Source: an optimization exercise on an open RTL-to-GDS flow (aim: small area, a short achievable clock period and few clock cycles). Production flows keep margins and buffers that such runs may drop. Only simulation tests tie the RTL to the original design; equivalence was not proved. Power and IR drop assume default switching activity.

==> branch maple: inputs <==
// ece350_cpu
module ece350_cpu(
    input         clock,
    input         reset,
    output [31:0] address_imem,
    input  [31:0] q_imem,
    output [31:0] address_dmem,
    output [31:0] data,
    output        wren,
    input  [31:0] q_dmem);
clock: 11.0 ns
lec_check: 0
cap_margin: 20
core_margin: 2
core_utilization: 35
setup_slack_margin: 5
slew_margin: 20
run.sh (not shown) runs the stock make flow with config.mk's settings and CLKGATE_MAP_FILE= SYNTH_SCRIPT=/design/flow/synth_recipe.tcl, a recipe that flattens the netlist after the stock synthesis.
==> branch tundra: changes against branch maple <==
--- a/flow/design.v
+++ b/flow/design.v
@@ -14,29 +14,21 @@
     reg  [31:0] xA, xB, xC;
     reg  [32*32-1:0] rf;      
     reg  [31:1] valid;
     wire [31:0] bOp   = xSub ? ~xB : xB;
     wire [31:0] sum   = xA + bOp + {31'd0, xSub};
     wire        ovf   = xOvfEn & (xA[31] == bOp[31]) & (sum[31] != xA[31]);
-    function [31:0] rev;
-        input [31:0] x;
-        integer j;
-        begin
-            for (j = 0; j < 32; j = j + 1)
-                rev[j] = x[31 - j];
-        end
-    endfunction
-    wire [31:0] shIn  = xSll ? rev(xA) : xA;
-    wire [63:0] shr64 = {{32{xSra & xA[31]}}, shIn} >> xSh;
-    wire [31:0] shOut = xSll ? rev(shr64[31:0]) : shr64[31:0];
+    wire [31:0] shl   = xA << xSh;
+    wire [63:0] shr64 = {{32{xA[31]}}, xA} >> xSh;
+    wire [31:0] shr   = shr64[31:0];
     wire [31:0] alu   = xAnd ? (xA & xB) :
                         xOr  ? (xA | xB) :
-                        (xSll | xSra) ? shOut : sum;
+                        xSll ? shl :
+                        xSra ? shr : sum;
     wire        neq   = xA != xB;
-    wire        subNeg = sum[31] ^ ((xA[31] != xB[31]) & (sum[31] != xA[31]));
-    wire        lt    = ~subNeg & neq;
+    wire        lt    = (xB[31] != xA[31]) ? xB[31] : (xB[30:0] < xA[30:0]);    
     wire        taken = (xBne & neq) | (xBlt & lt) | (xBex & (xB != 32'd0));
     wire        mispred = (xBne | xBlt | xBex) & (taken ^ xPred);
     wire        mdRun;             
     wire        mdDone;            
     wire [31:0] mdRes;
     wire        mdExc;
@@ -82,24 +74,21 @@
     wire isSetx = op[4] & op[0];
     wire isBex  = op[4] & ~op[0];
     wire [4:0] aluop = ins[6:2];
     wire [31:0] imm = {{15{ins[16]}}, ins[16:0]};
     wire [31:0] T   = {5'd0, ins[26:0]};
     wire [4:0] aP = ins[21:17];
-    wire qRt  = ~op[4] & (op[2:0] == 3'b000);
-    wire qRd  = ~op[4] & (op[2:0] != 3'b000);
-    wire qR30 = op[4];
-    wire [4:0] aQ = qR30 ? 5'd30 : qRt ? ins[16:12] : ins[26:22];
+    wire [4:0] aQ = op[4] ? 5'd30 : (op[2:0] == 3'b000) ? ins[16:12] : ins[26:22];
     reg  [31:0] rfP, rfQ;
     integer k;
     always @(*) begin
         rfP = 32'd0;
         rfQ = 32'd0;
         for (k = 1; k < 32; k = k + 1) begin
             rfP = rfP | ({32{valid[k] && aP == k}} & rf[32*k +: 32]);
-            rfQ = rfQ | ({32{valid[k] && ((qRt && ins[16:12] == k) || (qRd && ins[26:22] == k) || (qR30 && k == 30))}} & rf[32*k +: 32]);
+            rfQ = rfQ | ({32{valid[k] && aQ == k}} & rf[32*k +: 32]);
         end
     end
     wire byP = exc ? (aP == 5'd30) : (xWen && aP == xRd);
     wire byQ = exc ? (aQ == 5'd30) : (xWen && aQ == xRd);
     wire [31:0] valP = byP ? res : rfP;
     wire [31:0] valQ = byQ ? res : rfQ;
@@ -130,13 +119,13 @@
         end else if (!stall) begin
             if (mispred) begin
                 {xAdd, xSub, xAnd, xOr, xSll, xSra, xMul, xDiv} <= 8'd0;
                 {xLw, xSw, xBne, xBlt, xBex, xPassB, xOvfEn, xAddi, xPred, xWen} <= 10'd0;
             end else begin
                 xAdd   <= (isR & aluop == 5'd0) | useImm;
-                xSub   <= (isR & aluop == 5'd1) | isBlt;
+                xSub   <= isR & aluop == 5'd1;
                 xAnd   <= isR & aluop == 5'd2;
                 xOr    <= isR & aluop == 5'd3;
                 xSll   <= isR & aluop == 5'd4;
                 xSra   <= isR & aluop == 5'd5;
                 xMul   <= isR & aluop == 5'd6;
                 xDiv   <= isR & aluop == 5'd7;
CORE_UTILIZATION = 30   (was 35)
==> branch quartz: changes against branch maple <==
--- a/flow/design.v
+++ b/flow/design.v
@@ -82,24 +82,21 @@
     wire isSetx = op[4] & op[0];
     wire isBex  = op[4] & ~op[0];
     wire [4:0] aluop = ins[6:2];
     wire [31:0] imm = {{15{ins[16]}}, ins[16:0]};
     wire [31:0] T   = {5'd0, ins[26:0]};
     wire [4:0] aP = ins[21:17];
-    wire qRt  = ~op[4] & (op[2:0] == 3'b000);
-    wire qRd  = ~op[4] & (op[2:0] != 3'b000);
-    wire qR30 = op[4];
-    wire [4:0] aQ = qR30 ? 5'd30 : qRt ? ins[16:12] : ins[26:22];
+    wire [4:0] aQ = op[4] ? 5'd30 : (op[2:0] == 3'b000) ? ins[16:12] : ins[26:22];
     reg  [31:0] rfP, rfQ;
     integer k;
     always @(*) begin
         rfP = 32'd0;
         rfQ = 32'd0;
         for (k = 1; k < 32; k = k + 1) begin
             rfP = rfP | ({32{valid[k] && aP == k}} & rf[32*k +: 32]);
-            rfQ = rfQ | ({32{valid[k] && ((qRt && ins[16:12] == k) || (qRd && ins[26:22] == k) || (qR30 && k == 30))}} & rf[32*k +: 32]);
+            rfQ = rfQ | ({32{valid[k] && aQ == k}} & rf[32*k +: 32]);
         end
     end
     wire byP = exc ? (aP == 5'd30) : (xWen && aP == xRd);
     wire byQ = exc ? (aQ == 5'd30) : (xWen && aQ == xRd);
     wire [31:0] valP = byP ? res : rfP;
     wire [31:0] valQ = byQ ? res : rfQ;
==> flow/flow/run.sh (new file) <==
#!/bin/bash
set -euo pipefail
bash standard.sh SETUP_SLACK_MARGIN=6 finish > standard_flow.log 2>&1
==> flow/standard.sh (new file) <==
#!/bin/bash
# synth_recipe.tcl (not shown) runs the flow's synth.tcl, then flattens the netlist and writes it again
# the make line also repeats each setting of config.mk as NAME=value (left out here)
make -C /OpenROAD-flow-scripts/flow DESIGN_CONFIG=/design/flow/config.mk WORK_HOME=/design/flow/orfs CLKGATE_MAP_FILE= SYNTH_SCRIPT=/design/flow/synth_recipe.tcl "${@:-finish}"
CELL_PAD_IN_SITES_DETAIL_PLACEMENT = 1   (was unset)
CELL_PAD_IN_SITES_GLOBAL_PLACEMENT = 1   (was unset)
CORE_UTILIZATION = 30   (was 35)
PLACE_DENSITY = 0.45   (was unset)
SETUP_SLACK_MARGIN = unset   (was 5)
removed: flow/run.sh
==> qor summary <==
Hold_sp: branch quartz valid[30]; branch maple xSw; branch tundra xC[11]
Min Tclk post-route: branch quartz 6.60 ns; branch maple 6.49 ns; branch tundra 6.57 ns
Share of the synthesized area in compound gates (AO/OA/AOI/OAI): branch quartz 24.0%; branch maple 23.5%; branch tundra 23.4%
Gpl congestion: branch quartz 0.973; branch maple 1.05; branch tundra 1.04
Status: branch quartz complete, no violations; branch maple complete, no violations; branch tundra finished with violations
Layout check failures: branch quartz -; branch maple -; branch tundra capacitance limit, slew limit
PnR Total Power: branch quartz 24.4 mW; branch maple 24.8 mW; branch tundra 21.9 mW
Measured slew at the worst slew-check pin: branch quartz 1.16 ns; branch maple 1.31 ns; branch tundra 1.51 ns
Effective utilization at floorplan: branch quartz 30.2%; branch maple 35.3%; branch tundra 30.2%
Clock buffer instance count of the final layout: branch quartz 185; branch maple 171; branch tundra 183
Part of the power in registers: branch quartz 30.1%; branch maple 32.3%; branch tundra 33.3%
Post-DP HPWL: branch quartz 333000 microns; branch maple 280000 microns; branch tundra 289000 microns
Wire length of the first global-routing pass: branch quartz 718000 microns; branch maple 585000 microns; branch tundra 595000 microns
Logic depth of the worst setup path including buffers: branch quartz 14; branch maple 18; branch tundra 14
Detailed route wirelength on metal2: branch quartz 234000 microns; branch maple 176000 microns; branch tundra 181000 microns
Synth Area in Simple Gates: branch quartz 12.5%; branch maple 12.5%; branch tundra 12.3%
Testbench counts of branch maple, summed over its fixed seeds: cycles 57,663.
Testbench counts of branch tundra, summed over its fixed seeds: cycles 57,663.
Testbench counts of branch quartz, summed over its fixed seeds: cycles 57,663.

==> port drivers added, routing unchanged <==
How much do the figures lean on ideal ports? The routed layouts below were timed once more, with nothing changed but the port constraints.
Step 1 sets driving cells, clkbuf_16 on the clock port and buf_2 on the other inputs (assumed; they add their load-dependent delay and slew).
Step 2 times the ports against the registers' clock, not the clock port: input delays grow and output delays shrink by t, the midpoint of the rising clock arrivals with the driver on.
a / b / c = ideal ports / drivers / drivers and shift; a / b = the first two.
| run | t, ns | slack for setup (ns) | worst setup path at the end | slew at the worst register clock pin (ns) | pins driven straight from the clock port |
|---|---|---|---|---|---|
| branch maple | 0.892 | 4.507 / 4.425 / 3.938 | input to register | 0.07 / 0.07 | 1 |
| branch tundra | 0.904 | 4.433 / 4.349 / 4.076 | input to register | 0.07 / 0.07 | 1 |
| branch quartz | 0.933 | 4.397 / 4.290 / 4.336 | input to register | 0.07 / 0.07 | 1 |
The setup slack of branch maple, which loses most, moves by -0.082 ns with the drivers and by -0.569 ns with both steps.
